What follows belongs to an exercise in optimizing a design on an open flow for small area; a production flow would make more cautious choices. The RTL was checked by simulation tests, not by an equivalence proof against the original design. No activity file was given, so power comes from the tool's default toggle rates. The flow treats the clock pin as an ideal source, which a real chip does not have.

### flow/design.v
module NV_NVDLA_NOCIF_DRAM_READ_ig (
   nvdla_core_clk
  ,nvdla_core_rstn
  ,pwrbus_ram_pd
  ,eg2ig_axi_vld
  ,client02mcif_lat_fifo_depth
  ,client02mcif_rd_cdt_lat_fifo_pop
  ,client02mcif_rd_req_valid
  ,client02mcif_rd_req_ready
  ,client02mcif_rd_req_pd
  ,client02mcif_rd_wt
  ,client02mcif_rd_axid
  ,client12mcif_lat_fifo_depth
  ,client12mcif_rd_cdt_lat_fifo_pop
  ,client12mcif_rd_req_valid
  ,client12mcif_rd_req_ready
  ,client12mcif_rd_req_pd
  ,client12mcif_rd_wt
  ,client12mcif_rd_axid
  ,client22mcif_lat_fifo_depth
  ,client22mcif_rd_cdt_lat_fifo_pop
  ,client22mcif_rd_req_valid
  ,client22mcif_rd_req_ready
  ,client22mcif_rd_req_pd
  ,client22mcif_rd_wt
  ,client22mcif_rd_axid
  ,client32mcif_lat_fifo_depth
  ,client32mcif_rd_cdt_lat_fifo_pop
  ,client32mcif_rd_req_valid
  ,client32mcif_rd_req_ready
  ,client32mcif_rd_req_pd
  ,client32mcif_rd_wt
  ,client32mcif_rd_axid
  ,client42mcif_lat_fifo_depth
  ,client42mcif_rd_cdt_lat_fifo_pop
  ,client42mcif_rd_req_valid
  ,client42mcif_rd_req_ready
  ,client42mcif_rd_req_pd
  ,client42mcif_rd_wt
  ,client42mcif_rd_axid
  ,client52mcif_lat_fifo_depth
  ,client52mcif_rd_cdt_lat_fifo_pop
  ,client52mcif_rd_req_valid
  ,client52mcif_rd_req_ready
  ,client52mcif_rd_req_pd
  ,client52mcif_rd_wt
  ,client52mcif_rd_axid
  ,client62mcif_lat_fifo_depth
  ,client62mcif_rd_cdt_lat_fifo_pop
  ,client62mcif_rd_req_valid
  ,client62mcif_rd_req_ready
  ,client62mcif_rd_req_pd
  ,client62mcif_rd_wt
  ,client62mcif_rd_axid
  ,client72mcif_lat_fifo_depth
  ,client72mcif_rd_cdt_lat_fifo_pop
  ,client72mcif_rd_req_valid
  ,client72mcif_rd_req_ready
  ,client72mcif_rd_req_pd
  ,client72mcif_rd_wt
  ,client72mcif_rd_axid
  ,reg2dp_rd_os_cnt
  ,cq_wr_pd
  ,cq_wr_pvld
  ,cq_wr_prdy
  ,cq_wr_thread_id
  ,mcif2noc_axi_ar_araddr
  ,mcif2noc_axi_ar_arready
  ,mcif2noc_axi_ar_arid
  ,mcif2noc_axi_ar_arlen
  ,mcif2noc_axi_ar_arvalid
);
input         nvdla_core_clk;
input         nvdla_core_rstn;
input  [31:0] pwrbus_ram_pd;
input         eg2ig_axi_vld;
input  [7:0]  client02mcif_lat_fifo_depth;
input         client02mcif_rd_cdt_lat_fifo_pop;
input         client02mcif_rd_req_valid;
output        client02mcif_rd_req_ready;
input  [46:0] client02mcif_rd_req_pd;
input  [7:0]  client02mcif_rd_wt;
input  [3:0]  client02mcif_rd_axid;
input  [7:0]  client12mcif_lat_fifo_depth;
input         client12mcif_rd_cdt_lat_fifo_pop;
input         client12mcif_rd_req_valid;
output        client12mcif_rd_req_ready;
input  [46:0] client12mcif_rd_req_pd;
input  [7:0]  client12mcif_rd_wt;
input  [3:0]  client12mcif_rd_axid;
input  [7:0]  client22mcif_lat_fifo_depth;
input         client22mcif_rd_cdt_lat_fifo_pop;
input         client22mcif_rd_req_valid;
output        client22mcif_rd_req_ready;
input  [46:0] client22mcif_rd_req_pd;
input  [7:0]  client22mcif_rd_wt;
input  [3:0]  client22mcif_rd_axid;
input  [7:0]  client32mcif_lat_fifo_depth;
input         client32mcif_rd_cdt_lat_fifo_pop;
input         client32mcif_rd_req_valid;
output        client32mcif_rd_req_ready;
input  [46:0] client32mcif_rd_req_pd;
input  [7:0]  client32mcif_rd_wt;
input  [3:0]  client32mcif_rd_axid;
input  [7:0]  client42mcif_lat_fifo_depth;
input         client42mcif_rd_cdt_lat_fifo_pop;
input         client42mcif_rd_req_valid;
output        client42mcif_rd_req_ready;
input  [46:0] client42mcif_rd_req_pd;
input  [7:0]  client42mcif_rd_wt;
input  [3:0]  client42mcif_rd_axid;
input  [7:0]  client52mcif_lat_fifo_depth;
input         client52mcif_rd_cdt_lat_fifo_pop;
input         client52mcif_rd_req_valid;
output        client52mcif_rd_req_ready;
input  [46:0] client52mcif_rd_req_pd;
input  [7:0]  client52mcif_rd_wt;
input  [3:0]  client52mcif_rd_axid;
input  [7:0]  client62mcif_lat_fifo_depth;
input         client62mcif_rd_cdt_lat_fifo_pop;
input         client62mcif_rd_req_valid;
output        client62mcif_rd_req_ready;
input  [46:0] client62mcif_rd_req_pd;
input  [7:0]  client62mcif_rd_wt;
input  [3:0]  client62mcif_rd_axid;
input  [7:0]  client72mcif_lat_fifo_depth;
input         client72mcif_rd_cdt_lat_fifo_pop;
input         client72mcif_rd_req_valid;
output        client72mcif_rd_req_ready;
input  [46:0] client72mcif_rd_req_pd;
input  [7:0]  client72mcif_rd_wt;
input  [3:0]  client72mcif_rd_axid;
input  [7:0]  reg2dp_rd_os_cnt;
output [6:0]  cq_wr_pd;
output        cq_wr_pvld;
input         cq_wr_prdy;
output [3:0]  cq_wr_thread_id;
output [31:0] mcif2noc_axi_ar_araddr;
input         mcif2noc_axi_ar_arready;
output [7:0]  mcif2noc_axi_ar_arid;
output [3:0]  mcif2noc_axi_ar_arlen;
output        mcif2noc_axi_ar_arvalid;
wire clk  = nvdla_core_clk;
wire rstn = nvdla_core_rstn;
wire [7:0] gnt;
wire [7:0] src_vld;
wire [7:0] a_sv;
wire [7:0] a_sv_n;
wire [7:0] wt_nz;
wire [29:0] a_pd0, a_sd0;
wire [29:0] a_pd1, a_sd1;
wire [29:0] a_pd2, a_sd2;
wire [29:0] a_pd3, a_sd3;
wire [29:0] a_pd4, a_sd4;
wire [29:0] a_pd5, a_sd5;
wire [29:0] a_pd6, a_sd6;
wire [29:0] a_pd7, a_sd7;
NV_NVDLA_NOCIF_DRAM_READ_IG_client u_client0 (
   .clk(clk), .rstn(rstn)
  ,.req_valid(client02mcif_rd_req_valid), .req_ready(client02mcif_rd_req_ready), .req_pd(client02mcif_rd_req_pd)
  ,.lat_fifo_pop(client02mcif_rd_cdt_lat_fifo_pop), .lat_fifo_depth(client02mcif_lat_fifo_depth)
  ,.gnt(gnt[0]), .src_vld(src_vld[0]), .a_sv(a_sv[0]), .a_sv_n(a_sv_n[0]), .a_pd(a_pd0), .a_sd(a_sd0)
);
assign wt_nz[0] = |client02mcif_rd_wt;
NV_NVDLA_NOCIF_DRAM_READ_IG_client u_client1 (
   .clk(clk), .rstn(rstn)
  ,.req_valid(client12mcif_rd_req_valid), .req_ready(client12mcif_rd_req_ready), .req_pd(client12mcif_rd_req_pd)
  ,.lat_fifo_pop(client12mcif_rd_cdt_lat_fifo_pop), .lat_fifo_depth(client12mcif_lat_fifo_depth)
  ,.gnt(gnt[1]), .src_vld(src_vld[1]), .a_sv(a_sv[1]), .a_sv_n(a_sv_n[1]), .a_pd(a_pd1), .a_sd(a_sd1)
);
assign wt_nz[1] = |client12mcif_rd_wt;
NV_NVDLA_NOCIF_DRAM_READ_IG_client u_client2 (
   .clk(clk), .rstn(rstn)
  ,.req_valid(client22mcif_rd_req_valid), .req_ready(client22mcif_rd_req_ready), .req_pd(client22mcif_rd_req_pd)
  ,.lat_fifo_pop(client22mcif_rd_cdt_lat_fifo_pop), .lat_fifo_depth(client22mcif_lat_fifo_depth)
  ,.gnt(gnt[2]), .src_vld(src_vld[2]), .a_sv(a_sv[2]), .a_sv_n(a_sv_n[2]), .a_pd(a_pd2), .a_sd(a_sd2)
);
assign wt_nz[2] = |client22mcif_rd_wt;
NV_NVDLA_NOCIF_DRAM_READ_IG_client u_client3 (
   .clk(clk), .rstn(rstn)
  ,.req_valid(client32mcif_rd_req_valid), .req_ready(client32mcif_rd_req_ready), .req_pd(client32mcif_rd_req_pd)
  ,.lat_fifo_pop(client32mcif_rd_cdt_lat_fifo_pop), .lat_fifo_depth(client32mcif_lat_fifo_depth)
  ,.gnt(gnt[3]), .src_vld(src_vld[3]), .a_sv(a_sv[3]), .a_sv_n(a_sv_n[3]), .a_pd(a_pd3), .a_sd(a_sd3)
);
assign wt_nz[3] = |client32mcif_rd_wt;
NV_NVDLA_NOCIF_DRAM_READ_IG_client u_client4 (
   .clk(clk), .rstn(rstn)
  ,.req_valid(client42mcif_rd_req_valid), .req_ready(client42mcif_rd_req_ready), .req_pd(client42mcif_rd_req_pd)
  ,.lat_fifo_pop(client42mcif_rd_cdt_lat_fifo_pop), .lat_fifo_depth(client42mcif_lat_fifo_depth)
  ,.gnt(gnt[4]), .src_vld(src_vld[4]), .a_sv(a_sv[4]), .a_sv_n(a_sv_n[4]), .a_pd(a_pd4), .a_sd(a_sd4)
);
assign wt_nz[4] = |client42mcif_rd_wt;
NV_NVDLA_NOCIF_DRAM_READ_IG_client u_client5 (
   .clk(clk), .rstn(rstn)
  ,.req_valid(client52mcif_rd_req_valid), .req_ready(client52mcif_rd_req_ready), .req_pd(client52mcif_rd_req_pd)
  ,.lat_fifo_pop(client52mcif_rd_cdt_lat_fifo_pop), .lat_fifo_depth(client52mcif_lat_fifo_depth)
  ,.gnt(gnt[5]), .src_vld(src_vld[5]), .a_sv(a_sv[5]), .a_sv_n(a_sv_n[5]), .a_pd(a_pd5), .a_sd(a_sd5)
);
assign wt_nz[5] = |client52mcif_rd_wt;
NV_NVDLA_NOCIF_DRAM_READ_IG_client u_client6 (
   .clk(clk), .rstn(rstn)
  ,.req_valid(client62mcif_rd_req_valid), .req_ready(client62mcif_rd_req_ready), .req_pd(client62mcif_rd_req_pd)
  ,.lat_fifo_pop(client62mcif_rd_cdt_lat_fifo_pop), .lat_fifo_depth(client62mcif_lat_fifo_depth)
  ,.gnt(gnt[6]), .src_vld(src_vld[6]), .a_sv(a_sv[6]), .a_sv_n(a_sv_n[6]), .a_pd(a_pd6), .a_sd(a_sd6)
);
assign wt_nz[6] = |client62mcif_rd_wt;
NV_NVDLA_NOCIF_DRAM_READ_IG_client u_client7 (
   .clk(clk), .rstn(rstn)
  ,.req_valid(client72mcif_rd_req_valid), .req_ready(client72mcif_rd_req_ready), .req_pd(client72mcif_rd_req_pd)
  ,.lat_fifo_pop(client72mcif_rd_cdt_lat_fifo_pop), .lat_fifo_depth(client72mcif_lat_fifo_depth)
  ,.gnt(gnt[7]), .src_vld(src_vld[7]), .a_sv(a_sv[7]), .a_sv_n(a_sv_n[7]), .a_pd(a_pd7), .a_sd(a_sd7)
);
assign wt_nz[7] = |client72mcif_rd_wt;
reg  [7:0] wrr_gnt;
reg  [7:0] wt_left;
wire       gnt_busy;
wire [7:0] req = src_vld & wt_nz;
wire       stay = (wt_left != 8'd0) & (|(req & wrr_gnt));
wire [7:0] above, req_rr, pick;
wire [8:0] seen_g, seen_r;
assign seen_g[0] = 1'b0;
assign seen_r[0] = 1'b0;
genvar gi;
generate
  for (gi = 0; gi < 8; gi = gi + 1) begin : g_rr
    assign above[gi]    = seen_g[gi];
    assign seen_g[gi+1] = seen_g[gi] | wrr_gnt[gi];
    assign pick[gi]     = req_rr[gi] & !seen_r[gi];
    assign seen_r[gi+1] = seen_r[gi] | req_rr[gi];
  end
endgenerate
wire [7:0] req_hi = req & above;
assign req_rr = (|req_hi) ? req_hi : req;
wire [7:0] gnt_pre = stay ? wrr_gnt : pick;
wire [7:0] wt_pick = ({8{pick[0]}} & client02mcif_rd_wt) | ({8{pick[1]}} & client12mcif_rd_wt) | ({8{pick[2]}} & client22mcif_rd_wt) | ({8{pick[3]}} & client32mcif_rd_wt) | ({8{pick[4]}} & client42mcif_rd_wt) | ({8{pick[5]}} & client52mcif_rd_wt) | ({8{pick[6]}} & client62mcif_rd_wt) | ({8{pick[7]}} & client72mcif_rd_wt);
wire [7:0] wt_base = stay ? wt_left : wt_pick;
wire [8:0] wt_bw;
assign wt_bw[0] = 1'b1;
generate
  for (gi = 0; gi < 8; gi = gi + 1) begin : g_wt
    assign wt_bw[gi+1] = wt_bw[gi] & !wt_base[gi];
  end
endgenerate
wire [7:0] wt_left_nxt = wt_base ^ wt_bw[7:0];
assign gnt = gnt_busy ? 8'd0 : gnt_pre;
always @(posedge clk or negedge rstn) begin
  if (!rstn) begin
    wrr_gnt <= 8'd0;
    wt_left <= 8'd0;
  end else if (!gnt_busy & (|req)) begin
    wrr_gnt <= gnt_pre;
    wt_left <= wt_left_nxt;
  end
end
wire [29:0] arb_burst =
    ({30{gnt[0] & a_sv_n[0]}} & a_pd0) | ({30{gnt[0] & a_sv[0]}} & a_sd0)
  | ({30{gnt[1] & a_sv_n[1]}} & a_pd1) | ({30{gnt[1] & a_sv[1]}} & a_sd1)
  | ({30{gnt[2] & a_sv_n[2]}} & a_pd2) | ({30{gnt[2] & a_sv[2]}} & a_sd2)
  | ({30{gnt[3] & a_sv_n[3]}} & a_pd3) | ({30{gnt[3] & a_sv[3]}} & a_sd3)
  | ({30{gnt[4] & a_sv_n[4]}} & a_pd4) | ({30{gnt[4] & a_sv[4]}} & a_sd4)
  | ({30{gnt[5] & a_sv_n[5]}} & a_pd5) | ({30{gnt[5] & a_sv[5]}} & a_sd5)
  | ({30{gnt[6] & a_sv_n[6]}} & a_pd6) | ({30{gnt[6] & a_sv[6]}} & a_sd6)
  | ({30{gnt[7] & a_sv_n[7]}} & a_pd7) | ({30{gnt[7] & a_sv[7]}} & a_sd7);
wire [3:0] arb_axid =
    ({4{gnt[0]}} & client02mcif_rd_axid)
  | ({4{gnt[1]}} & client12mcif_rd_axid)
  | ({4{gnt[2]}} & client22mcif_rd_axid)
  | ({4{gnt[3]}} & client32mcif_rd_axid)
  | ({4{gnt[4]}} & client42mcif_rd_axid)
  | ({4{gnt[5]}} & client52mcif_rd_axid)
  | ({4{gnt[6]}} & client62mcif_rd_axid)
  | ({4{gnt[7]}} & client72mcif_rd_axid);
wire arb_vld = |gnt;
reg s1_pv, s2_pv, s2_sv;
reg [33:0] s1_pd, s2_pd, s2_sd;
wire cmd_rdy;
wire s2_ready_bc = !(s2_pv & s2_sv);
wire s1_ready_bc = s2_ready_bc | !s1_pv;
assign gnt_busy = !s1_ready_bc;
wire s2_catch = s2_pv & !s2_sv & !cmd_rdy;
always @(posedge clk or negedge rstn) begin
  if (!rstn) begin
    s1_pv <= 1'b0;
    s2_pv <= 1'b0;
    s2_sv <= 1'b0;
  end else begin
    s1_pv <= s1_ready_bc ? arb_vld : 1'b1;
    s2_pv <= s2_ready_bc ? s1_pv : 1'b1;
    s2_sv <= s2_sv ? !cmd_rdy : s2_catch;
  end
end
always @(posedge clk) begin
  if (s1_ready_bc & arb_vld) s1_pd <= {arb_axid, arb_burst};
  if (s2_ready_bc & s1_pv)   s2_pd <= s1_pd;
  if (s2_catch)              s2_sd <= s2_pd;
end
wire        cmd_vld = s2_pv | s2_sv;
wire [33:0] cmd_pd  = s2_sv ? s2_sd : s2_pd;
wire [3:0]  cmd_axid  = cmd_pd[33:30];
wire        cmd_ltran = cmd_pd[0];
reg        eg_d;
reg  [8:0] os_cnt;
reg        c_sv, c_pv;
reg [32:0] c_sd, c_pd;    
wire [9:0] os_diff = {1'b0, os_cnt} - {2'b00, reg2dp_rd_os_cnt};
wire os_ge1 = !os_diff[9] & (|os_diff[8:0]);
wire os_ge2 = !os_diff[9] & (|os_diff[8:1]);
wire os_ge3 = !os_diff[9] & ((|os_diff[8:2]) | (&os_diff[1:0]));
wire os_wrap = (os_cnt == 9'd0);
wire os_full = (cmd_vld & !eg_d) ? os_ge1 : (eg_d & !cmd_vld) ? (os_ge3 | os_wrap) : os_ge2;
wire       axi_cmd_rdy = !c_sv;
assign     cmd_rdy = axi_cmd_rdy & cq_wr_prdy & !os_full;
wire       axi_cmd_vld = cmd_vld & cq_wr_prdy & !os_full;
wire       os_add = axi_cmd_vld & axi_cmd_rdy;
wire       c_ready_bc = mcif2noc_axi_ar_arready | !c_pv;
wire       c_catch = axi_cmd_vld & !c_sv & !c_ready_bc;
wire       c_sp_vld = c_sv | axi_cmd_vld;
wire [32:0] cmd_ar = {cmd_axid, cmd_pd[29:1]};
wire [8:0] os_t;    
assign os_t[0] = 1'b1;
generate
  for (gi = 1; gi < 9; gi = gi + 1) begin : g_os
    assign os_t[gi] = os_t[gi-1] & (os_cnt[gi-1] ^ eg_d);
  end
endgenerate
always @(posedge clk or negedge rstn) begin
  if (!rstn) begin
    eg_d   <= 1'b0;
    os_cnt <= 9'd0;
    c_sv   <= 1'b0;
    c_pv   <= 1'b0;
  end else begin
    eg_d   <= eg2ig_axi_vld;
    if (os_add ^ eg_d) os_cnt <= os_cnt ^ os_t;
    c_sv   <= c_sv ? !c_ready_bc : c_catch;
    c_pv   <= c_ready_bc ? c_sp_vld : 1'b1;
  end
end
always @(posedge clk) begin
  if (c_catch)                c_sd <= cmd_ar;
  if (c_ready_bc & c_sp_vld)  c_pd <= c_sv ? c_sd : cmd_ar;
end
assign cq_wr_pvld = cmd_vld & axi_cmd_rdy & !os_full;
assign cq_wr_pd   = {2'b00, cmd_ltran, 4'b0000};
assign cq_wr_thread_id = (cmd_axid == 4'd8) ? 4'd0 : (cmd_axid == 4'd9) ? 4'd1 :
                         (cmd_axid == 4'd3) ? 4'd2 : (cmd_axid == 4'd2) ? 4'd3 :
                         (cmd_axid == 4'd1) ? 4'd4 : (cmd_axid == 4'd5) ? 4'd5 :
                         (cmd_axid == 4'd6) ? 4'd6 : (cmd_axid == 4'd4) ? 4'd7 : 4'd0;
assign mcif2noc_axi_ar_arvalid = c_pv;
assign mcif2noc_axi_ar_arid    = {4'b0000, c_pd[32:29]};
assign mcif2noc_axi_ar_araddr  = {c_pd[28:0], 3'b000};
assign mcif2noc_axi_ar_arlen   = 4'b0000;
endmodule
module NV_NVDLA_NOCIF_DRAM_READ_IG_client (
   clk
  ,rstn
  ,req_valid
  ,req_ready
  ,req_pd
  ,lat_fifo_pop
  ,lat_fifo_depth
  ,gnt
  ,src_vld
  ,a_sv
  ,a_sv_n
  ,a_pd
  ,a_sd
  );
input         clk;
input         rstn;
input         req_valid;
output        req_ready;
input  [46:0] req_pd;
input         lat_fifo_pop;
input  [7:0]  lat_fifo_depth;
input         gnt;
output        src_vld;
output        a_sv;
output        a_sv_n;
output [29:0] a_pd;    
output [29:0] a_sd;
reg p1_pv, p1_sv, p2_sv, p2_pv;
wire ready_bc1 = !(p1_pv & p1_sv);
wire push      = ready_bc1 & req_valid;
wire in_rdy_p  = !p2_sv;
wire catch1    = p1_pv & !p1_sv & !in_rdy_p;
wire in_vld_p  = p1_pv | p1_sv;
wire in_rdy;
wire ready_bc2 = in_rdy | !p2_pv;
wire catch2    = in_vld_p & !p2_sv & !ready_bc2;
wire sp_vld    = p2_sv | in_vld_p;
wire hd_load   = ready_bc2 & sp_vld;
assign req_ready = ready_bc1;
always @(posedge clk or negedge rstn) begin
  if (!rstn) begin
    p1_pv <= 1'b0;
    p1_sv <= 1'b0;
    p2_sv <= 1'b0;
    p2_pv <= 1'b0;
  end else begin
    p1_pv <= ready_bc1 ? req_valid : 1'b1;
    p1_sv <= p1_sv ? !in_rdy_p : catch1;
    p2_sv <= p2_sv ? !ready_bc2 : catch2;
    p2_pv <= ready_bc2 ? sp_vld : 1'b1;
  end
end
wire [43:0] in_d = {req_pd[46:32], req_pd[31:3]};    
reg  [43:0] s0, s1, s2;
always @(posedge clk) begin
  if (push) begin
    s0 <= in_d;
    s1 <= s0;
    s2 <= s1;
  end
end
wire n3 = p1_pv & p1_sv & p2_sv;
wire n1 = (p1_pv ^ p1_sv ^ p2_sv) & !n3;
wire n2 = !n1 & !n3;    
wire [2:0] rs = {n3, n2, n1};
reg [28:0] hd_addr;
reg [14:0] hd_rem;
wire ltran;
reg [7:0] lat_cnt;
reg       lat_dec;
wire req_enable = (lat_fifo_depth == 8'd0) | (lat_fifo_depth != lat_cnt);
wire a_ready_bc;
wire req_vld = req_enable & p2_pv;
wire accept  = req_vld & a_ready_bc;
assign in_rdy = req_enable & a_ready_bc & ltran;
wire adv = accept & !ltran;
wire [29:0] a_cy;
wire [15:0] r_bw;
assign a_cy[0] = 1'b1;
assign r_bw[0] = 1'b1;
genvar gi;
generate
  for (gi = 0; gi < 29; gi = gi + 1) begin : g_ainc
    assign a_cy[gi+1] = a_cy[gi] & hd_addr[gi];
  end
  for (gi = 0; gi < 15; gi = gi + 1) begin : g_rdec
    assign r_bw[gi+1] = r_bw[gi] & !hd_rem[gi];
  end
endgenerate
wire [28:0] hd_addr_inc = hd_addr ^ a_cy[28:0];
wire [14:0] hd_rem_dec  = hd_rem ^ r_bw[14:0];
assign ltran = r_bw[15];    
wire [43:0] hd_d = ({44{hd_load & rs[0]}} & s0) | ({44{hd_load & rs[1]}} & s1) |
                   ({44{hd_load & rs[2]}} & s2) | ({44{!hd_load}} & {hd_rem_dec, hd_addr_inc});
always @(posedge clk) begin
  if (hd_load | adv) {hd_rem, hd_addr} <= hd_d;
end
wire lat_up = accept & (lat_fifo_depth != 8'd0);
wire [7:0] lat_t;    
assign lat_t[0] = 1'b1;
generate
  for (gi = 1; gi < 8; gi = gi + 1) begin : g_lat
    assign lat_t[gi] = lat_t[gi-1] & (lat_cnt[gi-1] ^ lat_dec);
  end
endgenerate
always @(posedge clk or negedge rstn) begin
  if (!rstn) begin
    lat_dec <= 1'b0;
    lat_cnt <= 8'd0;
  end else begin
    lat_dec <= lat_fifo_pop;
    if (lat_up ^ lat_dec) lat_cnt <= lat_cnt ^ lat_t;
  end
end
reg a_pv, a_sv_r;
reg a_sv_n_r;    
reg [29:0] a_pd_r, a_sd_r;
assign a_ready_bc = !(a_pv & a_sv_r);
wire a_catch = a_pv & !a_sv_r & !gnt;
always @(posedge clk or negedge rstn) begin
  if (!rstn) begin
    a_pv     <= 1'b0;
    a_sv_r   <= 1'b0;
    a_sv_n_r <= 1'b1;
  end else begin
    a_pv     <= a_ready_bc ? req_vld : 1'b1;
    a_sv_r   <= a_sv_r ? !gnt : a_catch;
    a_sv_n_r <= a_sv_r ? gnt : !a_catch;
  end
end
always @(posedge clk) begin
  if (accept)  a_pd_r <= {hd_addr, ltran};
  if (a_catch) a_sd_r <= a_pd_r;
end
assign src_vld = a_pv | a_sv_r;
assign a_sv = a_sv_r;
assign a_sv_n = a_sv_n_r;
assign a_pd = a_pd_r;
assign a_sd = a_sd_r;
endmodule
### flow/flow/run.sh
#!/bin/bash
# The standard layout (the standard.sh, standard synthesis unchanged), with
# these changes: the port buffers are buf_1 cells; clock tree synthesis uses
# larger sink clusters and no dummy loads; and after global routing, cells on
# paths with spare slack are downsized (RECOVER_POWER). Tool output goes to
# standard.log.
export BUFFER_PORTS_ARGS="-buffer_cell sky130_fd_sc_hd__buf_1"
export CTS_ARGS="-sink_clustering_enable -repair_clock_nets -dont_use_dummy_load -sink_clustering_size 30 -sink_clustering_max_diameter 100"
export RECOVER_POWER=100
bash standard.sh > standard.log 2>&1
### flow/standard.sh
#!/bin/bash
# synth_recipe.tcl (not shown) runs the flow's synth.tcl, then flattens the netlist and writes it again
# the make line also repeats each setting of config.mk as NAME=value (left out here)
make -C /OpenROAD-flow-scripts/flow DESIGN_CONFIG=/design/flow/config.mk WORK_HOME=/design/flow/orfs CLKGATE_MAP_FILE= SYNTH_SCRIPT=/design/flow/synth_recipe.tcl "${@:-finish}"
### flow/config.mk
export PLATFORM = sky130hd
export DESIGN_NAME = NV_NVDLA_NOCIF_DRAM_READ_ig
export DESIGN_NICKNAME = NV_NVDLA_NOCIF_DRAM_READ_ig
export VERILOG_FILES = /design/flow/design.v
export SDC_FILE = /design/flow/constraint.sdc
export NUM_CORES = 4
export LEC_CHECK = 0
export CAP_MARGIN = 20
export CORE_MARGIN = 2
export CORE_UTILIZATION = 65
export PLACE_DENSITY = 0.75
export SETUP_SLACK_MARGIN = 0.05
export SLEW_MARGIN = 20
### flow/constraint.sdc
create_clock -name core_clock -period 6.0 [get_ports {nvdla_core_clk}]
set_input_delay 1.2000 -clock core_clock [delete_from_list [all_inputs] [get_ports {nvdla_core_clk}]]
set_output_delay 1.2000 -clock core_clock [all_outputs]
set_load 0.01 [all_outputs]
==> results.toml, run 1 <==
[logic_synthesis]
syn_inst = 5484
ys_ff_latch = 2215
ys.flop_type = "edfxtp_1"
yosysWarnings = 2
synth-edff-count = 2056
synth_area_um2 = 87700
async_flop_share = 0.0718
syn_area_per_cell_um2 = 16.0
yosysUniqueCellTypes = 74
yosysSeqAreaShare = 0.749

[power_and_ir_drop]
ir_drop_mv = 0.350
power.density_nw_per_um2 = 396
p_leak_nw = 32.7

[hold_path]
worstHoldPathCells = 0
hp-start = "s1_pd[1]"
whs_endpoint = "s2_pd[1]"
hold_path.class = "register to register"

[clock_network]
cts_tree = "yes"
clock_latency_ps = 740
clock_path_buffers = 3
clkSinkCount = 2215
clkTransAtPathRegs_ps = 110
holdBufCountCts = 0
numCtsBuffers = 84
htree_levels = 3
root_buffer = "clkbuf_16"

[timing]
finalHoldViolations = 0
skew_ps = 58.2
post-route-period-util = 0.974
relSlewSlack = -2.17
fin_tns_setup_ps = 0
finalWorstSetupSlack_ps = 153
drv_slew = 1718
setup_viol = 0
max_freq_ghz = 0.171
worstMarginPinSlew_ps = 4750
period_needed_ps = 5850

[worst_setup_path]
critical_path_class = "register to register"
reg2reg_slack_ps = 150
crit_fanout = 2
arrival_ps = 6330
cp-start-kind = "register"
r2r_start = "u_client5.hd_addr[0]"
r2r-end = "u_client5.hd_addr[28]"
crit_path_frequent_cell = "ha_2"
critPathMaxStageDelay_ps = 410
reg2reg_depth = 30
crit_path_end_kind = "register"
required_ps = 6480
slowest_stage = "edfxtp_1"

[finish]
final_cell_area_um2 = 95100
area_delta_synth_final_pct = 8.46
post-route-util = 0.712
layout.nets = 7032
fillCellCount = 8682
drive_gt1_frac = 0.0767
final_cells = 7856

[placed_design]
place_area_um2 = 92700
globalplace.congestion = 0.947
dp_hpwl_um = 139000
dp_slack_ps = -219
portBuffers = 587
dp.cells = 7738

[route]
dr.pass1.iters = 10
drc = 0
routed_wl_um = 203000
ant_nets = 0
viasPerCell = 6.41
drt_iter0_drc = 7098
vias = 50400
wl_per_cell_um = 25.8

[flow_run]
maxCapViolations = 39

[floorplanning]
fp-row-count = 134
dieArea_um2 = 138000
num_io_pins = 662
core_region_area_um2 = 134000
die_h_um = 371
die_x_um = 371
start_util = 0.657

[run_status]
status = "finished with violations"
so.violations = "max-capacitance violations, max-slew violations"

[global_routing]
gr-usage-met1 = 0.406
gr-total-overflow = 0
grt_pass1_vias = 48200
antenna_found_initial = 29
grt_pass1_wl_um = 296000
grt_max_degree = 115
grt_busiest_layer = "met2"
grt_usage = 0.288
grt_use_met2 = 0.458
grt_util_met3 = 0.0511
[layout by cell type (no fill, tap or decap), drive strengths merged, types with 160 or more instances in the layout]
master | synthesis | layout
ha | 366 | 366
nand2 | 748 | 748
o21ai | 210 | 210
edfxtp | 2056 | 2056
inv | 190 | 189
buf | 39 | 664
a22oi | 187 | 187
a222oi | 240 | 240
nor2 | 160 | 160
clkbuf | 232 | 172
[metrics by stage]
step	total power, mW	hold slack (ps)
floorplan	27.7	400
global placement	30.7	401
detailed placement	31.0	405
CTS	37.7	402
global route	39.2	415
finish	37.7	396
[cell type report]
class / count / area, um^2 / area share
timing repair buffer: 752 / 3340 / 0.0351
multi-input combinational: 2825 / 21000 / 0.221
tap: 1768 / 2210 / 0.0232
sequential: 2215 / 65700 / 0.691
antenna: 22 / 55.1 / 0.000579
inverter: 190 / 713 / 0.00750
clock buffer: 84 / 2100 / 0.0221
[worst max-delay path by stage]
| stage | from | endpoint | slack, ps |
|---|---|---|---|
| after global placement | u_client0.hd_addr[0] | u_client0.hd_addr[28] | -70 |
| final | u_client5.hd_addr[0] | u_client5.hd_addr[28] | 150 |
| after global routing | reg2dp_rd_os_cnt[0] | c_pd[21] | -20 |
| after CTS | u_client3.hd_addr[0] | u_client3.hd_addr[27] | 50 |
| after detailed placement | u_client5.hd_addr[0] | u_client5.hd_addr[28] | -220 |
| after floorplan | client42mcif_rd_wt[4] | u_client1.a_sd_r[0] | 60 |
[routing by layer]
metal	up-vias	wire, um
met5	-	79
met4	12	7320
met3	322	18900
met2	2571	96600
met1	25000	79600
li1	22500	-
[what timing repair did]
| item | 4_1_cts | 5_1_grt |
|---|---|---|
| endpoints found under the setup margin | 21 | 20 |
| buffers inserted | 6 | 5 |
| resized for setup | 108 | 89 |
| endpoints found under the hold margin | 0 | 0 |
| pin swaps | 25 | 27 |
[power by group]
group,switching [mW],total [mW],internal [mW]
clock network,4.30,6.84,2.54
logic,5.09,7.65,2.56
registers,1.91,23.2,21.3
[logic make-up after synthesis]
kind of cell / after synthesis / synth area share
muxes: 99 / 0.0124
AOI/OAI and AO/OA: 1004 / 0.0906
other: 1 / 0.0000427
DFF: 2215 / 0.749
adders and majority gates: 367 / 0.0524
xor gates and xnor gates: 168 / 0.0168
buffers and inverters: 461 / 0.0207
and+or+nand+nor: 1169 / 0.0578
[Yosys cell counts, drive strengths merged, types with 8 or more instances]
| master | instances | area share |
|---|---|---|
| and2 | 13 | 0.00093 |
| a221o | 157 | 0.018 |
| a211oi | 31 | 0.0027 |
| and3 | 18 | 0.0013 |
| xor2 | 101 | 0.010 |
| nand2 | 748 | 0.032 |
| nor2 | 160 | 0.0069 |
| nor2b | 28 | 0.0020 |
| mux2 | 75 | 0.0096 |
| dfrtp | 151 | 0.043 |
| ha | 366 | 0.052 |
| nand2b | 13 | 0.00093 |
| clkbuf | 232 | 0.0099 |
| or2 | 16 | 0.0011 |
| xnor2 | 67 | 0.0067 |
| a21o | 16 | 0.0014 |
| mux2i | 24 | 0.0027 |
| a222oi | 240 | 0.027 |
| buf | 39 | 0.0027 |
| nor3b | 17 | 0.0015 |
| edfxtp | 2056 | 0.70 |
| a221oi | 16 | 0.0016 |
| dfstp | 8 | 0.0024 |
| nor3 | 15 | 0.00098 |
| o22a | 28 | 0.0028 |
| a22o | 12 | 0.0012 |
| nand4 | 35 | 0.0025 |
| a21oi | 62 | 0.0035 |
| nor4 | 47 | 0.0034 |
| inv | 190 | 0.0081 |
| a22oi | 187 | 0.016 |
| nand3 | 32 | 0.0018 |
| o21ai | 210 | 0.012 |
| a31oi | 10 | 0.00071 |
[critical path: cells and delay by family, from the launching register on]
kind                     cells  cell delay, ps
AND/OR/NAND/NOR              1              90
XOR/XNOR                     1             160
adder cells (fa/ha/maj)     27            4640
AO/OA/AOI/OAI                1             300
flip-flops                   1             410
==> run 2: changes to the inputs <==
==> flow/flow/run.sh (replaced) <==
#!/bin/bash
# The standard layout (the standard.sh, standard synthesis unchanged), with
# two changes: the port buffers are buf_1 cells, and clock tree synthesis uses
# clkbuf_8 buffers, set sink clusters and no dummy loads. Tool output goes to standard.log.
export BUFFER_PORTS_ARGS="-buffer_cell sky130_fd_sc_hd__buf_1"
export CTS_ARGS="-sink_clustering_enable -repair_clock_nets -dont_use_dummy_load -sink_clustering_size 15 -sink_clustering_max_diameter 60 -buf_list sky130_fd_sc_hd__clkbuf_8"
bash standard.sh > standard.log 2>&1
--- a/flow/config.mk
+++ b/flow/config.mk
@@ -5,9 +5,9 @@
 export SDC_FILE = /design/flow/constraint.sdc
 export NUM_CORES = 4
 export LEC_CHECK = 0
-export CAP_MARGIN = 20
+export CAP_MARGIN = 5
 export CORE_MARGIN = 2
 export CORE_UTILIZATION = 65
 export PLACE_DENSITY = 0.75
 export SETUP_SLACK_MARGIN = 0.05
-export SLEW_MARGIN = 20
+export SLEW_MARGIN = 5
==> run 2 against run 1 <==
- now clean on timing, DRC and antenna
- clock skew up 20 ps
- hold slack worse by 48 ps
- core utilization up 0.49 points
- sequential power about the same
- flip-flop and latch count unchanged
- combinational power up 3.0%
- die area unchanged
- final area up 0.69%
- sequential share of layout area down 0.47 points
- critical path type unchanged
- maximum frequency up 0.97%
- synthesized area unchanged
==> results.toml, run 2 <==
[worst_setup_path]
cp-start-kind = "register"
required_ps = 6670
arrival_ps = 6460
slowest_stage = "edfxtp_1"
critical_path_class = "register to register"
crit_path_frequent_cell = "ha_2"
crit_fanout = 2
reg2reg_depth = 30
crit_path_end_kind = "register"
critPathMaxStageDelay_ps = 410
reg2reg_slack_ps = 210

[logic_synthesis]
synth-edff-count = 2056
syn_area_per_cell_um2 = 16.0
ys_ff_latch = 2215
syn_inst = 5484
synth_most_common_cell = "edfxtp_1"
ys_top_cells_by_count = "edfxtp_1, nand2_1, ha_1"
synthSimpleGateAreaFrac = 0.0578
synth_fa_ha_area_frac = 0.0524
yosys.area.top_type = "edfxtp_1"
yosysUniqueCellTypes = 74
synth.area.mux_share = 0.0124
synth_top_family_by_area = "compound AO/OA/AOI/OAI gates"
synth_top_area_share = 0.704
synth_xor_area_frac = 0.0168
synth_area_um2 = 87700
async_flop_share = 0.0718
synth_compound_area_frac = 0.0906
netlist_top_cells_area = "edfxtp_1, ha_1, dfrtp_1"
yosysSeqAreaShare = 0.749
yosysWarnings = 2
ys.flop_type = "edfxtp_1"

[floorplanning]
num_io_pins = 662
start_util = 0.657
fp-row-count = 134
core_region_area_um2 = 134000
dieArea_um2 = 138000
die_h_um = 371
die_x_um = 371

[finish]
layout.nets = 7118
area_delta_synth_final_pct = 9.22
drive_gt1_frac = 0.108
layout_common_cells = "edfxtp_1, nand2_1, buf_1"
final_common_cell = "edfxtp_1"

[clock_network]
holdBufCountCts = 0
clock_latency_ps = 940
clock_path_buffers = 3
root_buffer = "clkbuf_8"
clkTransAtPathRegs_ps = 90
numCtsBuffers = 172
cts_tree = "yes"
clkSinkCount = 2215
htree_levels = 4

[route]
dr.pass1.iters = 13
ant_nets = 0
vias = 50500
wl_per_cell_um = 25.6
viasPerCell = 6.36
routed_wl_um = 203000
drc = 0
drt_iter0_drc = 7106

[timing]
finalHoldViolations = 0
fin_tns_setup_ps = 0
max_freq_ghz = 0.173
finalWorstSetupSlack_ps = 210
skew_ps = 77.9
rsz0062_at_grt = "yes"
worstMarginPinSlew_ps = 1220
relSlewSlack = 0.187
post-route-period-util = 0.965
period_needed_ps = 5790
setup_viol = 0
drv_slew = 0

[power_and_ir_drop]
power_frac_comb = 0.208
power.internal_mw = 26.4
swShare = 0.304
switching_power_mw = 11.5
p_leak_nw = 33.1
ir_drop_mv = 0.292
power.density_nw_per_um2 = 396
power_frac_clock = 0.186
p_seq_frac = 0.607

[placed_design]
dp_slack_ps = -216
portBuffers = 587
dp_hpwl_um = 139000
globalplace.congestion = 0.947

[hold_path]
hold_path.class = "primary input to register"
worstHoldPathCells = 1

[global_routing]
gr-total-overflow = 0
grt_usage = 0.290
antenna_found_initial = 23
grt_pass1_wl_um = 298000
grt_pass1_vias = 48900
grt_max_degree = 115

[run_status]
status = "no timing/DRC/antenna violations"

[flow_run]
maxCapViolations = 0
## run 2: cell counts after synthesis
Identical to the previous run, type by type.
## run 2: final timing paths
| path | start | to |
|---|---|---|
| min reg2reg | u_client7.s0[30] | u_client7.s1[30] |
| min | client72mcif_rd_cdt_lat_fifo_pop | u_client7.lat_dec |
| min in group asynchronous | nvdla_core_rstn | u_client1.p2_sv |
| max reg2reg | u_client5.hd_addr[0] | u_client5.hd_addr[28] |
| max | u_client5.hd_addr[0] | u_client5.hd_addr[28] |
| max in group asynchronous | nvdla_core_rstn | u_client7.lat_cnt[5] |
## run 2: repair_timing
action	in CTS	in global routing
endpoints found under the setup margin	20	20
gates resized for setup	99	91
pin swaps	25	25
hold endpoints to repair	0	0
setup buffers	7	6
## run 2: layout make-up
class / instances / area [um^2]
Inverter: 190 / 713
Multi-Input combinational cell: 2825 / 21200
Tap cell: 1768 / 2210
Antenna cell: 19 / 47.5
Timing Repair Buffer: 750 / 3560
Fill cell: 8552 / 37800
Clock buffer: 172 / 2370
Sequential cell: 2215 / 65700
## run 2: metrics by stage
step | area, um^2 | cells | power [mW] | utilization | hold slack, ps
final | 95800 | 7939 | 38.0 | 0.717 | 348
after global placement | 92700 | 7735 | 30.7 | 0.694 | 401
after global routing | 95800 | 7931 | 39.6 | 0.717 | 284
after detailed placement | 92700 | 7735 | 31.0 | 0.694 | 405
after floorplan | 87800 | 5501 | 27.7 | - | 400
after CTS | 95400 | 7914 | 38.0 | 0.714 | 248
## run 2: power groups by stage
stage	Combinational (mW)	Sequential [mW]	Clock [mW]
floorplan	5.10	22.6	0
global placement	7.49	23.2	0
detailed placement	7.73	23.3	0
CTS	7.78	23.0	7.21
global route	8.55	23.3	7.73
finish	7.88	23.0	7.06
## run 2: critical path: cells and delay by family, from the launching register on
kind,cells,cell delay (ps)
simple gates,1,90
flops,1,410
xor+xnor,1,160
compound gates,1,270
fa+ha+maj,27,4580
## run 2: routing by layer
layer,vias up,track usage,routed length [um]
met4,8,0.102,6950
li1,22600,-,-
met3,373,0.0633,20100
met1,24900,0.403,79500
met2,2528,0.459,96700
met5,-,0,57
## run 2: logic make-up after synthesis
family,Yosys count
simple gates,1169
mux,99
flops,2215
other cells,1
buf+inv,461
xor+xnor,168
fa+ha+maj,367
compound gates,1004
==> run 3: changes to the inputs <==
==> flow/flow/run.sh (replaced) <==
#!/bin/bash
# The standard layout (the standard.sh, standard synthesis unchanged), with
# two changes: the port buffers are buf_1 cells, and clock tree synthesis uses
# clkbuf_8 buffers, set sink clusters and no dummy loads. Tool output goes to standard.log.
export BUFFER_PORTS_ARGS="-buffer_cell sky130_fd_sc_hd__buf_1"
export CTS_ARGS="-sink_clustering_enable -repair_clock_nets -dont_use_dummy_load -sink_clustering_size 18 -sink_clustering_max_diameter 60 -buf_list sky130_fd_sc_hd__clkbuf_8"
bash standard.sh > standard.log 2>&1
==> run 3 against run 2 <==
- core utilization fell by 0.20 points
- die area did not move
- clock power fell by 5.5%
==> results.toml, run 3 <==
[run_status]
status = "no timing/DRC/antenna violations"

[power_and_ir_drop]
p_seq_frac = 0.613
p_leak_nw = 33.0
swShare = 0.304
ir_drop_mv = 0.292
power_frac_comb = 0.210
power_frac_clock = 0.177
power.density_nw_per_um2 = 393
switching_power_mw = 11.4
power.internal_mw = 26.2

[finish]
seqCellArea_um2 = 65700
multi_input_area_um2 = 21200
area_delta_synth_final_pct = 8.91
final_common_cell = "edfxtp_1"
layout_common_cells = "edfxtp_1, nand2_1, buf_1"
drive_gt1_frac = 0.106
layout.nets = 7098
fillCellCount = 8582

[clock_network]
clkSinkCount = 2215
holdBufCountCts = 0
numCtsBuffers = 152
clock_latency_ps = 910
clkTransAtPathRegs_ps = 110
clock_path_buffers = 3
root_buffer = "clkbuf_8"
htree_levels = 4
cts_tree = "yes"

[floorplanning]
num_io_pins = 662
fp-row-count = 134
die_h_um = 371
dieArea_um2 = 138000
start_util = 0.657
core_region_area_um2 = 134000
die_x_um = 371

[worst_setup_path]
cp-start-kind = "register"
crit_path_end_kind = "register"
crit_path_frequent_cell = "ha_2"
crit_fanout = 2
endpoint = "u_client6.hd_addr[28]"
required_ps = 6610
path_delay_family = "adder cells"
critical_path_class = "register to register"
critPathLaunch = "u_client6.hd_addr[0]"
r2r-end = "u_client6.hd_addr[28]"
r2r_start = "u_client6.hd_addr[0]"
reg2reg_slack_ps = 180
worst-path-stages = 30
critPathMaxStageDelay_ps = 420
arrival_ps = 6430
reg2reg_depth = 30
slowest_stage = "edfxtp_1"
crit_buf_inv = 0

[placed_design]
globalplace.congestion = 0.947
portBuffers = 587
dp_hpwl_um = 139000

[timing]
fin_tns_setup_ps = 0
period_needed_ps = 5820
skew_ps = 90.5
rsz0062_at_grt = "yes"
drv_slew = 0
finalHoldViolations = 0
worstMarginPinSlew_ps = 1230
post-route-period-util = 0.970
hold_ws_ps = 390
setup_viol = 0
max_freq_ghz = 0.172
relSlewSlack = 0.178

[route]
drc = 0
wl_per_cell_um = 25.6
drt_iter0_drc = 7328
viasPerCell = 6.37
routed_wl_um = 203000
dr_wl_met3_um = 19300
wl_met1_um = 79900
route.met2.wl_um = 97000
ant_nets = 0
vias = 50400
maxUsedRoutingLayer = "met5"
dr.pass1.iters = 10

[hold_path]
hold_path.class = "primary input to register"

[logic_synthesis]
netlist_top_cells_area = "edfxtp_1, ha_1, dfrtp_1"
ys.flop_type = "edfxtp_1"
synth-edff-count = 2056
async_flop_share = 0.0718
yosysSeqAreaShare = 0.749
synth_most_common_cell = "edfxtp_1"
ys_ff_latch = 2215
syn_inst = 5484
yosysWarnings = 2
yosys.area.top_type = "edfxtp_1"
synth_top_area_share = 0.704
syn_area_per_cell_um2 = 16.0
synth_area_um2 = 87700
yosysUniqueCellTypes = 74
ys_top_cells_by_count = "edfxtp_1, nand2_1, ha_1"

[global_routing]
grt_pass1_wl_um = 296000
grt_usage = 0.288
grt_max_degree = 115
gr-total-overflow = 0
grt_pass1_vias = 48600
antenna_found_initial = 27

[flow_run]
maxCapViolations = 0
[run 3: repair_timing]
action                                  in CTS  in global routing
setup buffers                                7                  6
pin swaps                                   25                 27
resized for setup                          101                 90
cloned                                       0                  0
endpoints found under the setup margin      22                 20
[run 3: stage by stage]
step	power [mW]	setup WS, ps	instance area [um^2]	cells	utilization
global placement	30.7	-74.4	92700	7735	0.694
finish	37.6	180	95500	7917	0.715
floorplan	27.7	61.9	87800	5501	-
detailed placement	31.0	-216	92700	7735	0.694
global route	39.2	-13.6	95500	7914	0.715
CTS	37.6	38.6	95100	7894	0.712
[run 3: kinds of logic after synthesis]
logic type               Yosys count  synth area share
AO/OA/AOI/OAI                   1004            0.0906
XOR/XNOR                         168            0.0168
adder cells (fa/ha/maj)          367            0.0524
buffers and inverters            461            0.0207
flip-flops                      2215             0.749
multiplexers                      99            0.0124
other                              1         0.0000427
AND/OR/NAND/NOR                 1169            0.0578
[run 3: per-layer routing]
layer | GRT usage | vias to the layer above
li1 | - | 22500
met3 | 0.0563 | 347
met2 | 0.459 | 2504
met1 | 0.406 | 25000
met5 | 0 | -
met4 | 0.0969 | 8
[run 3: power groups by stage]
stage | combinational [mW] | sequential, mW | clock, mW
floorplan | 5.10 | 22.6 | 0
global placement | 7.49 | 23.2 | 0
detailed placement | 7.73 | 23.3 | 0
CTS | 7.77 | 23.0 | 6.80
global route | 8.55 | 23.3 | 7.31
finish | 7.88 | 23.0 | 6.67
[run 3: layout make-up]
| type | count | share of cell area |
|---|---|---|
| Timing Repair Buffer | 750 | 0.0372 |
| Multi-Input combinational cell | 2825 | 0.222 |
| Antenna cell | 17 | 0.000445 |
| Inverter | 190 | 0.00746 |
| Sequential cell | 2215 | 0.688 |
| Clock buffer | 152 | 0.0219 |
| Tap cell | 1768 | 0.0232 |
[run 3: worst min path at each step]
stage / start / cells past startpoint / end / slack, ps
5_1_grt: client72mcif_rd_cdt_lat_fifo_pop / 1 / u_client7.lat_dec / 330
3_5_place_dp: s1_pd[17] / 0 / s2_pd[17] / 400
2_1_floorplan: s1_pd[0] / 0 / s2_pd[0] / 400
3_3_place_gp: s1_pd[0] / 0 / s2_pd[0] / 400
4_1_cts: client52mcif_rd_cdt_lat_fifo_pop / 1 / u_client5.lat_dec / 310
6_report: client52mcif_rd_cdt_lat_fifo_pop / 1 / u_client5.lat_dec / 390
==> run 4: changes to the inputs <==
--- a/flow/config.mk
+++ b/flow/config.mk
@@ -8,6 +8,7 @@
 export CAP_MARGIN = 5
 export CORE_MARGIN = 2
 export CORE_UTILIZATION = 65
+export GPL_TIMING_DRIVEN = 0
 export PLACE_DENSITY = 0.75
 export SETUP_SLACK_MARGIN = 0.05
 export SLEW_MARGIN = 5
==> run 4 against run 3 <==
- still clean
- clock power barely moved
- global-route usage rose by 1.0 points
- flip-flop and latch count did not move
- synthesized area did not move
- hold slack got worse by 76 ps
- final area rose by 1.7%
- critical path type unchanged
- critical endpoint is now u_client3.hd_addr[28]
==> results.toml, run 4 <==
[power_and_ir_drop]
switching_power_mw = 11.7
power_frac_clock = 0.175
p_total_mw = 38.1
swShare = 0.306
power.internal_mw = 26.5
power_frac_comb = 0.227
ir_drop_mv = 0.357
power.density_nw_per_um2 = 392
p_leak_nw = 33.3
p_seq_frac = 0.598

[logic_synthesis]
yosysWarnings = 2
ys.flop_type = "edfxtp_1"
synth_top_area_share = 0.704
async_flop_share = 0.0718
ys_top_cells_by_count = "edfxtp_1, nand2_1, ha_1"
synth-edff-count = 2056
netlist_top_cells_area = "edfxtp_1, ha_1, dfrtp_1"
yosys.area.top_type = "edfxtp_1"
synth_area_um2 = 87700
synth_most_common_cell = "edfxtp_1"
syn_area_per_cell_um2 = 16.0
syn_inst = 5484
yosysSeqAreaShare = 0.749
yosysUniqueCellTypes = 74
ys_ff_latch = 2215

[worst_setup_path]
slowest_stage = "edfxtp_1"
required_ps = 6660
r2r_start = "u_client3.hd_addr[0]"
critical_path_class = "register to register"
reg2reg_slack_ps = 200
arrival_ps = 6450
crit_path_frequent_cell = "ha_2"
cp-start-kind = "register"
r2r-end = "u_client3.hd_addr[28]"
crit_path_end_kind = "register"
reg2reg_depth = 30
crit_fanout = 2
critPathMaxStageDelay_ps = 450

[placed_design]
portBuffers = 587
globalplace.congestion = 0.961
dp_hpwl_um = 152000

[clock_network]
htree_levels = 4
cts_tree = "yes"
numCtsBuffers = 151
clock_latency_ps = 910
root_buffer = "clkbuf_8"
clkTransAtPathRegs_ps = 110
clkSinkCount = 2215
clock_path_buffers = 3

[floorplanning]
dieArea_um2 = 138000
fp-row-count = 134
num_io_pins = 662
start_util = 0.657
die_x_um = 371
die_h_um = 371
core_region_area_um2 = 134000

[global_routing]
grt_pass1_vias = 50100
antenna_found_initial = 31
gr-total-overflow = 0
grt_max_degree = 44
grt_pass1_wl_um = 305000
grt_usage = 0.299

[timing]
worstMarginPinSlew_ps = 1130
max_freq_ghz = 0.173
setup_viol = 0
post-route-period-util = 0.966
skew_ps = 84.6
hold_ws_ps = 314
rsz0062_at_grt = "no"
drv_slew = 0
finalHoldViolations = 0
period_needed_ps = 5800
relSlewSlack = 0.249

[route]
drc = 0
viasPerCell = 6.37
vias = 51700
dr.pass1.iters = 10
ant_nets = 0
drt_iter0_drc = 6882
wl_per_cell_um = 25.6
routed_wl_um = 208000

[finish]
layout.nets = 7297
final_common_cell = "edfxtp_1"
layout_common_cells = "edfxtp_1, nand2_1, buf_1"
area_delta_synth_final_pct = 10.8
drive_gt1_frac = 0.0948

[hold_path]
hold_path.class = "primary input to async pin"

[flow_run]
maxCapViolations = 0

[run_status]
status = "no timing/DRC/antenna violations"
[run 4: changes by cell type in the layout (fill, tap and decap cells not counted), sizes merged]
cell    change
buf        -31
clkbuf    +230
diode       +4
[run 4: kinds of logic after synthesis]
group,count (synthesis),synth area share
compound gates,1004,0.0906
xor+xnor,168,0.0168
fa+ha+maj,367,0.0524
buf+inv,461,0.0207
flops,2215,0.749
mux,99,0.0124
other cells,1,0.0000427
simple gates,1169,0.0578
[run 4: repair_timing]
action,CTS,global route
gates resized for setup,134,99
buffers inserted,15,6
pin swaps,26,26
hold buffers,0,0
setup endpoints to repair,30,69
gates cloned,0,0
[run 4: stage by stage]
step / setup slack (ps) / instances / utilization / TNS (ps) / area [um^2]
4_1_cts: 50.0 / 8093 / 0.722 / 0 / 96500
5_1_grt: 0.553 / 8113 / 0.727 / 0 / 97200
2_1_floorplan: 61.9 / 5501 / - / 0 / 87800
3_5_place_dp: -1000 / 7927 / 0.703 / -38610 / 93900
6_report: 204 / 8120 / 0.727 / 0 / 97200
3_3_place_gp: -5890 / 7856 / 0.690 / -2321930 / 92200
[run 4: per-layer routing]
layer | part of all wire | track usage
met5 | 0.00058 | 0
met4 | 0.036 | 0.109
met3 | 0.092 | 0.0598
met2 | 0.48 | 0.477
met1 | 0.39 | 0.413
[run 4: layout make-up]
| cell class | count | area (um^2) |
|---|---|---|
| Inverter | 190 | 713 |
| Sequential cell | 2215 | 65700 |
| Multi-Input combinational cell | 2825 | 21500 |
| Tap cell | 1768 | 2210 |
| Antenna cell | 21 | 52.6 |
| Clock buffer | 151 | 2080 |
| Buffer | 271 | 1110 |
| Fill cell | 8441 | 36400 |
| Timing Repair Buffer | 679 | 3840 |
[run 4: critical path: cells and delay by family (launching register included)]
family	cells	cell delay, ps
AO/OA/AOI/OAI	1	230
XOR/XNOR	1	160
adder cells (fa/ha/maj)	27	4630
flip-flops	1	450
AND/OR/NAND/NOR	1	100
[run 4: how the worst max path moves through the flow]
stage | cells past startpoint | from | endpoint | slack, ps
after floorplan | 9 | client42mcif_rd_wt[4] | u_client1.a_sd_r[0] | 60
after global placement | 1 | nvdla_core_rstn | u_client5.p1_pv | -5890
after detailed placement | 19 | client72mcif_rd_wt[0] | wt_left[7] | -1000
after CTS | 30 | u_client6.hd_addr[1] | u_client6.hd_addr[28] | 50
after global routing | 30 | u_client5.hd_addr[0] | u_client5.hd_addr[28] | 0.6
final | 30 | u_client3.hd_addr[0] | u_client3.hd_addr[28] | 200
[run 4: power by group through the flow]
stage / clock, mW / combinational [mW] / sequential, mW
floorplan: 0 / 5.10 / 22.6
global route: 7.28 / 9.37 / 23.0
global placement: 0 / 7.39 / 23.4
finish: 6.66 / 8.65 / 22.8
CTS: 6.79 / 8.45 / 22.8
detailed placement: 0 / 8.37 / 23.1
==> run 5: changes to the inputs <==
--- a/flow/design.v
+++ b/flow/design.v
@@ -435,7 +435,11 @@
 genvar gi;
 generate
   for (gi = 0; gi < 29; gi = gi + 1) begin : g_ainc
-    assign a_cy[gi+1] = a_cy[gi] & hd_addr[gi];
+    if (gi == 14) begin : g_skip    
+      assign a_cy[gi+1] = &hd_addr[14:0];
+    end else begin : g_rip
+      assign a_cy[gi+1] = a_cy[gi] & hd_addr[gi];
+    end
   end
   for (gi = 0; gi < 15; gi = gi + 1) begin : g_rdec
     assign r_bw[gi+1] = r_bw[gi] & !hd_rem[gi];
--- a/flow/config.mk
+++ b/flow/config.mk
@@ -8,7 +8,6 @@
 export CAP_MARGIN = 5
 export CORE_MARGIN = 2
 export CORE_UTILIZATION = 65
-export GPL_TIMING_DRIVEN = 0
 export PLACE_DENSITY = 0.75
 export SETUP_SLACK_MARGIN = 0.05
 export SLEW_MARGIN = 5
==> run 5 against run 4 <==
- non-clock buffer count down 206
- synthesized cell count is 3.3% higher
- maximum frequency is 8.1% higher
- die area increased by 1.4%
- clock-buffer cell count unchanged
- flip-flop and latch count is the same
- first-iteration DRC count grew 0.36%
- clock skew is 11 ps higher
- critical path depth decreased by 16
==> results.toml, run 5 <==
[clock_network]
clock_path_buffers = 3
numCtsBuffers = 151
cts_resized = 0
clock_latency_ps = 930
cts_tree = "yes"
htree_levels = 4
clkSinkCount = 2215
root_buffer = "clkbuf_8"
postCtsSetupRepairBufs = 0
clkTransAtPathRegs_ps = 110
holdBufCountCts = 0

[logic_synthesis]
syn_area_per_cell_um2 = 15.7
synth_most_common_cell = "edfxtp_1"
yosysWarnings = 2
netlist_top_cells_area = "edfxtp_1, ha_1, dfrtp_1"
ys.flop_type = "edfxtp_1"
ys_ff_latch = 2215
yosysUniqueCellTypes = 84
ys_top_cells_by_count = "edfxtp_1, nand2_1, ha_1"
yosys.area.top_type = "edfxtp_1"
synth_area_um2 = 88900
yosysSeqAreaShare = 0.739
async_flop_share = 0.0718
syn_inst = 5664
synth-edff-count = 2056
synth_top_area_share = 0.694

[timing]
drv_slew = 0
setup_viol = 0
skew_ps = 95.4
rsz0062_at_grt = "no"
fin_tns_setup_ps = 0
relSlewSlack = 0.137
post-route-period-util = 0.893
max_freq_ghz = 0.187
worstMarginPinSlew_ps = 1290
finalHoldViolations = 0
period_needed_ps = 5360

[placed_design]
dp_hpwl_um = 146000
globalplace.congestion = 0.961
portBuffers = 587

[worst_setup_path]
reg2reg_slack_ps = 820
critPathMaxStageDelay_ps = 450
path_delay_family = "compound AO/OA/AOI/OAI gates"
r2r-end = "u_client0.hd_rem[2]"
reg2reg_depth = 21
r2r_start = "u_client0.hd_rem[0]"
crit_fanout = 6
arrival_ps = 4160
crit_path_cell_trace = "inv_1 -> ha_1 -> inv_1 -> fa_1 -> a211oi_1 -> nor3b_1 -> o31ai_1 -> mux2i_1 -> nand4b_1 -> a21oi_1 -> nor2_1 -> nor2_1 -> and2_1 -> buf_1"
cp-start-kind = "register"
crit_path_end_kind = "primary output"
crit_buf_inv = 3
slowest_stage = "dfrtp_1"
critical_path_class = "register to primary output"
required_ps = 4800

[power_and_ir_drop]
p_total_mw = 38.2
power.density_nw_per_um2 = 398
ir_drop_mv = 0.390
p_leak_nw = 33.8

[route]
ant_nets = 0
vias = 51800
drc = 0
drt_iter0_drc = 6907
viasPerCell = 6.41
wl_per_cell_um = 25.8
routed_wl_um = 208000
dr.pass1.iters = 10

[finish]
final_common_cell = "edfxtp_1"
layout.nets = 7242
layout_common_cells = "edfxtp_1, nand2_1, buf_1"
drive_gt1_frac = 0.0783
area_delta_synth_final_pct = 7.99

[floorplanning]
core_region_area_um2 = 136000
dieArea_um2 = 140000
die_x_um = 374
die_h_um = 374
num_io_pins = 662
start_util = 0.656
fp-row-count = 135

[run_status]
status = "no timing/DRC/antenna violations"

[flow_run]
maxCapViolations = 0

[global_routing]
grt_pass1_vias = 50500
grt_pass1_wl_um = 310000
gr-total-overflow = 0
grt_max_degree = 133
grt_usage = 0.295
antenna_found_initial = 21

[hold_path]
hold_path.class = "primary input to async pin"
[run 5: cell types whose count changed in the layout (fill, tap and decap cells not counted), moves of 47 or more]
cell and change:
clkbuf_1 -232, ha_1 +169, ha_2 -130, buf_4 +101
a21oi_1 +50, a22o_1 +50, ha_4 -47
[run 5: cell type report]
type / count / area [um^2]
repair buffers: 744 / 3520
multi-input cells: 2978 / 21700
diodes: 21 / 52.6
clock buffers: 151 / 2080
well taps: 1781 / 2230
flip-flops and latches: 2215 / 65700
fillers: 8982 / 39600
inverters: 196 / 736
[run 5: worst register-to-register path, cell delays in order, from the launching register on]
cell	delay, ps
edfxtp_1	390
inv_1	70
ha_1	150
ha_1	150
ha_1	140
ha_1	140
ha_1	150
ha_1	160
ha_1	140
ha_1	140
ha_1	170
ha_1	150
ha_1	150
ha_1	150
ha_1	140
ha_1	220
inv_1	70
o21ai_0	360
nand2_1	450
nor2_2	970
buf_4	400
a221o_1	190
[run 5: per-layer routing]
metal	share of wire	GRT usage
met2	0.48	0.467
met5	0.000062	0
met1	0.40	0.417
met4	0.030	0.0917
met3	0.087	0.0604
[run 5: how the worst max path moves through the flow]
stage                     startpoint                   to  slack, ps  cells past startpoint
5_1_grt                    os_cnt[0]           cq_wr_pvld        270                     14
2_1_floorplan  client42mcif_rd_wt[4]  u_client6.a_sd_r[0]        130                      8
6_report                   os_cnt[0]           cq_wr_pvld        640                     14
4_1_cts                    os_cnt[0]           cq_wr_pvld        550                     14
3_3_place_gp   client22mcif_rd_wt[7]           wt_left[7]        270                     20
3_5_place_dp   client12mcif_rd_wt[0]           wt_left[7]        270                     18
[run 5: stage by stage]
step / util / setup WS, ps / cell area [um^2] / hold WS [ps] / instances
6_report: 0.708 / 639 / 96000 / 332 / 8086
5_1_grt: 0.708 / 271 / 96000 / 314 / 8082
4_1_cts: 0.708 / 546 / 96000 / 299 / 8065
3_5_place_dp: 0.692 / 274 / 93900 / 405 / 7914
3_3_place_gp: 0.692 / 273 / 93900 / 405 / 7914
2_1_floorplan: - / 130 / 89000 / 400 / 5681
[run 5: where the power goes]
part	switching [mW]	total [mW]	internal (mW)
combinational	5.40	8.52	3.12
clock	4.39	6.65	2.27
sequential	1.97	23.0	21.1
total	11.8	38.2	26.5
[run 5: cells by family (layout without fill, tap and decap cells)]
| logic type | after synthesis | in the layout | share of synthesized area |
|---|---|---|---|
| DFF | 2215 | 2215 | 0.739 |
| and+or+nand+nor | 1285 | 1285 | 0.0647 |
| AOI/OAI and AO/OA | 1034 | 1034 | 0.0934 |
| buffers and inverters | 488 | 1091 | 0.0219 |
| adders and majority gates | 359 | 359 | 0.0506 |
| xor gates and xnor gates | 178 | 178 | 0.0175 |
| muxes | 104 | 104 | 0.0127 |
| other | 1 | 39 | 0.0000422 |

==> separate check: timing with driven ports <==
How much do the figures lean on ideal ports? The routed layouts below were timed once more, with nothing changed but the port constraints.
Step 1: set_driving_cell puts a clkbuf_16 on nvdla_core_clk and a buf_2 on each other input, an assumption about the parent block.
Step 2, shift: input delay + t, output delay - t, t = (earliest + latest rising clock arrival at the registers) / 2. This alone moves slack from input paths to output paths.
Slacks: ideal / step 1 / step 2; pairs: ideal / step 1.
run	shift t [ns]	setup slack, ns	latest minus earliest clock arrival (ns)
run 1	0.799	0.153 / 0.153 / -0.442	0.058 / 0.059
run 2	0.984	0.210 / 0.210 / -0.032	0.087 / 0.087
run 3	0.942	0.180 / 0.180 / -0.074	0.091 / 0.091
run 4	0.952	0.204 / 0.204 / -0.678	0.090 / 0.090
run 5	0.960	0.639 / 0.563 / 0.196	0.096 / 0.096
The setup slack of run 4, which loses most, moves by 0.000 ns with the drivers and by -0.882 ns with both steps.
